Background: an optimization exercise with open tools, aiming at small area, a short achievable clock period and few clock cycles. Do not read the settings as production practice. Only simulation tests tie the RTL to the original design; equivalence was not proved. Power is estimated from default activity; no workload was simulated.

==> inputs of branch yarrow <==
## alu
module alu #(
    parameter INT_W  = 4,
    parameter FRAC_W = 6,
    parameter INST_W = 4,
    parameter DATA_W = INT_W + FRAC_W
)(
    input                     i_clk,
    input                     i_rst_n,
    input                     i_valid,
    input signed [DATA_W-1:0] i_data_a,
    input signed [DATA_W-1:0] i_data_b,
    input        [INST_W-1:0] i_inst,
    output                    o_valid,
    output       [DATA_W-1:0] o_data
);
==> flow/config.mk <==
export PLATFORM = sky130hd
export DESIGN_NAME = alu
export DESIGN_NICKNAME = alu
export VERILOG_FILES = /design/flow/design.v
export SDC_FILE = /design/flow/constraint.sdc
export NUM_CORES = 4
export LEC_CHECK = 0
export CAP_MARGIN = 20
export CORE_MARGIN = 2
export CORE_UTILIZATION = 40
export SETUP_SLACK_MARGIN = 3.0
export SLEW_MARGIN = 20
==> flow/constraint.sdc <==
create_clock -name core_clock -period 9.0 [get_ports {i_clk}]
set_input_delay 1.8000 -clock core_clock [delete_from_list [all_inputs] [get_ports {i_clk}]]
set_output_delay 1.8000 -clock core_clock [all_outputs]
set_load 0.01 [all_outputs]
standard.sh (not shown) runs the stock make flow with config.mk's settings and CLKGATE_MAP_FILE= SYNTH_SCRIPT=/design/flow/synth_recipe.tcl, a recipe that flattens the netlist after the stock synthesis.
==> flow/flow/run.sh <==
#!/bin/bash
# The standard layout, except that the input and output ports are buffered
# with buf_2 cells (buffer_ports otherwise picks a slow delay buffer).
set -euo pipefail
bash standard.sh "BUFFER_PORTS_ARGS=-buffer_cell sky130_fd_sc_hd__buf_2" finish > standard_flow.log 2>&1
==> inputs of branch tundra, as changes to branch yarrow <==
--- a/flow/config.mk
+++ b/flow/config.mk
@@ -7,2 +7,3 @@
 export LEC_CHECK = 0
+export ABC_AREA = 1
 export CAP_MARGIN = 20
@@ -10,3 +11,3 @@
 export CORE_UTILIZATION = 40
-export SETUP_SLACK_MARGIN = 3.0
+export SETUP_SLACK_MARGIN = 3.5
 export SLEW_MARGIN = 20
==> summary.txt <==
metric	branch tundra	branch yarrow
Run status	timing/DRC/antenna clean	timing/DRC/antenna clean
Critical Path End	x_r[2]	o_data[5]
Area occupied by multi-input gates	4410 µm²	4450 µm²
Final worst-path cycle share	59.4%	62.2%
Worst hold start	x_r[5]	o_valid_r
Filler-free cell count of the finished design	1042	857
Clock-cell share	2.85%	2.68%
Cells on Worst Hold Path	2	1
Non-clock inverters	167	96
Worst reg2reg endpoint	x_r[7]	x_r[2]
Sum of met3 wire segment lengths after detailed routing	1.01 mm	797 µm
Crit path launch	i_data_a[5]	x_r[9]
Starting density of the core	41.0%	41.3%
Critical path data arrival time	5.51 ns	3.80 ns
Starting DRC count in detailed routing	277	601
Synthesized Nets	973	811
Tap cells	184	180
Most used cell, CP	sky130_fd_sc_hd__fa_1	sky130_fd_sc_hd__a21oi_1
Detailed-route via count	5296	4910
Crit Path Max Fanout	15	7
Synth top area share	27.9%	28.8%
Critical path depth in cells	16	11
X dimension of the die	126 µm	124 µm
Testbench counts of branch yarrow, summed over its fixed seeds: cycles 24,000.
Testbench counts of branch tundra, summed over its fixed seeds: cycles 24,000.


==> run a: inputs <==
alu, a different RTL version from the one above (not shown whole).
Settings: LEC_CHECK=0, ABC_AREA=1, CAP_MARGIN=20, CORE_MARGIN=2, CORE_UTILIZATION=40, SETUP_SLACK_MARGIN=3.5, SLEW_MARGIN=20; clock period 9.0 ns.
==> flow/flow/run.sh <==
#!/bin/bash
# The standard layout with two changes:
#  - the input and output ports are buffered with buf_2 cells (buffer_ports
#    otherwise picks a slow delay buffer);
#  - synthesis is the standard one except for ABC's mapping: the logic from
#    the registers to o_data keeps ORFS's area script (abc_area.script), the
#    logic from the inputs to the registers, which has timing to spare, is
#    mapped for area only (abc_s1.script). flow/abc_split.tcl replaces the
#    single abc call of ORFS's synth.tcl.
set -euo pipefail
W=$PWD
awk -v blk="$W/flow/abc_split.tcl" '{
  if ($0 == "  log_cmd abc {*}$abc_args") { while ((getline l < blk) > 0) print l; close(blk) }
  else print
}' "$FLOW_HOME/scripts/synth.tcl" > synth_split.tcl
grep -q 'ABC_S1' synth_split.tcl
sed "s#source \$::env(SCRIPTS_DIR)/synth.tcl#source $W/synth_split.tcl#" synth_recipe.tcl > synth_top.tcl
grep -q 'synth_split.tcl' synth_top.tcl
bash standard.sh "BUFFER_PORTS_ARGS=-buffer_cell sky130_fd_sc_hd__buf_2" \
  "SYNTH_SCRIPT=$W/synth_top.tcl" \
  "ABC_S1=$W/flow/abc_s1.script" \
  "ABC_S2=$FLOW_HOME/scripts/abc_area.script" \
  finish > standard_flow.log 2>&1
==> flow/flow/abc_s1.script <==
strash
dch
map -a
topo
stime -c
buffer -c
upsize -c
dnsize -c
==> flow/flow/abc_split.tcl <==
  # Map the logic in the cone of the outputs (from the registers to o_data)
  # and the rest (from the inputs to the registers) with separate ABC scripts.
  set abc_rest [lrange $abc_args 2 end]
  select -set s2 o:o_data {%ci*:-sky130_fd_sc_hd__dfxtp_1[D,CLK]:-sky130_fd_sc_hd__dfrtp_1[D,CLK,RESET_B]}
  select -set s1 * @s2 %d
  log_cmd abc -script $::env(ABC_S1) {*}$abc_rest @s1
  log_cmd abc -script $::env(ABC_S2) {*}$abc_rest @s2
  select -clear
==> inputs of run b, as changes to run a <==
==> flow/flow/abc_s1.script (replaced) <==
strash
dc2
dch -f
map -a
topo
stime -c
buffer -c
upsize -c
dnsize -c
- CORE_UTILIZATION: 40 -> 50
==> inputs of run c, as changes to run a <==
==> flow/flow/abc_s1.script (replaced) <==
strash
dc2
dch -f
map -a
topo
stime -c
buffer -c
upsize -c
dnsize -c
- CORE_UTILIZATION: 40 -> 30
==> summary of the runs <==
Between run c and run b, the lower cell area is in run b (gap about 2.4%, measured against run b). Global-route usage, lowest first: run c, run a, run b. Sequential share of layout area: run c is lower than run b (0.32 points). Clock skew: run a is lower than run c (0.0026 ns). The lowest first-iteration DRC count belongs to run a, the highest to run b. The highest worst hold slack belongs to run b, the lowest to run c. In synthesized cell count, run c and run b do not differ. In flip-flop and latch count, run c and run b do not differ. The lowest count of clock-buffer cells in the layout belongs to run c, the highest to run a. The lowest die area belongs to run b, the highest to run c. The lowest via count belongs to run c, the highest to run b.
Testbench counts of run a, summed over its fixed seeds: cycles 24,000.
Testbench counts of run b, summed over its fixed seeds: cycles 24,000.
Testbench counts of run c, summed over its fixed seeds: cycles 24,000.


==> v21: inputs <==
Starting RTL as in the previous note.
export LEC_CHECK = 0
export ABC_AREA = 1
export CAP_MARGIN = 20
export CORE_MARGIN = 2
export CORE_UTILIZATION = 40
export SETUP_SLACK_MARGIN = 3.5
export SLEW_MARGIN = 20
create_clock -name core_clock -period 9.0 [get_ports {i_clk}]
==> flow/flow/abc_s1.script <==
strash
dch
map -a
topo
Scripts as last shown in full above: flow/flow/run.sh, flow/flow/abc_split.tcl
==> inputs of v15, as changes to v21 <==
==> flow/flow/run.sh (replaced) <==
#!/bin/bash
# The standard layout, except that the input and output ports are buffered
# with buf_2 cells (buffer_ports otherwise picks a slow delay buffer).
set -euo pipefail
bash standard.sh "BUFFER_PORTS_ARGS=-buffer_cell sky130_fd_sc_hd__buf_2" finish > standard_flow.log 2>&1
--- a/flow/config.mk
+++ b/flow/config.mk
@@ -9,5 +9,6 @@
 export CAP_MARGIN = 20
 export CORE_MARGIN = 2
 export CORE_UTILIZATION = 40
-export SETUP_SLACK_MARGIN = 3.5
+export CTS_BUF_LIST = sky130_fd_sc_hd__clkbuf_8
+export SETUP_SLACK_MARGIN = 4.3
 export SLEW_MARGIN = 20
removed: flow/flow/abc_s1.script
removed: flow/flow/abc_split.tcl
==> notes <==
Of v15 and v21, v21 has the higher global-route usage (gap 1.8 points). Combinational power: v15 is larger than v21 (about 47%). In v15 the worst setup slack is better than in v21, by 400 ps. Against v15, the area after synthesis of v21 is smaller by about 6.4%. In sequential cell count, v15 and v21 do not differ. In v15 the die area is higher than in v21, by about 7%.
==> figures <==
| metric | v21 | v15 |
|---|---|---|
| Run status | finished clean | finished clean |
| N_taps | 180 | 184 |
| Vias after detailed routing | 5349 | 5646 |
| Critical setup path kind | in2reg | reg2out |
| Switching share of total power | 0.463 | 0.482 |
| Normalized max-slew margin | 0.457 | 0.470 |
| Post-layout nets | 965 | 1052 |
| Routing usage on met1 | 0.336 | 0.324 |
| Uppermost signal routing layer after detailed routing | met4 | met5 |
| Core Area | 13800 µm² | 14600 µm² |
| Synth cell types | 38 | 35 |
| Area share of the largest cell type after synthesis | 0.270 | 0.253 |
| Sum of net half-perimeters after detailed placement | 13800 µm | 13600 µm |
Testbench counts of v21, summed over its fixed seeds: cycles 24,000.
Testbench counts of v15, summed over its fixed seeds: cycles 24,000.

re-timing with driven ports:
No port has a modelled driver above. Below, the same layouts with a new extraction and two added sets of constraints. Step 1 (the two cells are an assumption about what drives the block):
set clk [get_ports {i_clk}]
set_driving_cell -lib_cell sky130_fd_sc_hd__clkbuf_16 $clk
set_driving_cell -lib_cell sky130_fd_sc_hd__buf_2 [delete_from_list [all_inputs] $clk]
Step 2 times the ports against the registers' clock, not the clock port: input delays grow and output delays shrink by t, the midpoint of the rising clock arrivals with the driver on. a / b / c = ideal / step 1 / step 2; a / b = the first two.
run	shift t [ns]	setup slack, ns	hold WS [ns]	worst setup path at the end
branch yarrow	0.312	3.402 / 3.368 / 3.206	0.532 / 0.532 / 0.532	input to register
branch tundra	0.309	3.656 / 3.667 / 3.358	0.562 / 0.562 / 0.562	input to register
run a	0.319	4.358 / 4.324 / 4.103	0.576 / 0.576 / 0.576	input to register
run b	0.322	4.266 / 4.233 / 4.120	0.602 / 0.602 / 0.602	input to register
run c	0.317	4.322 / 4.339 / 4.022	0.566 / 0.566 / 0.566	input to register
v21	0.310	3.935 / 3.947 / 3.637	0.579 / 0.579 / 0.579	input to register
v15	0.323	4.339 / 4.307 / 4.349	0.557 / 0.557 / 0.557	input to register
After both steps every run listed still meets setup and hold. The setup slack of run c, which loses most, moves by +0.017 ns with the drivers and by -0.300 ns with both steps.
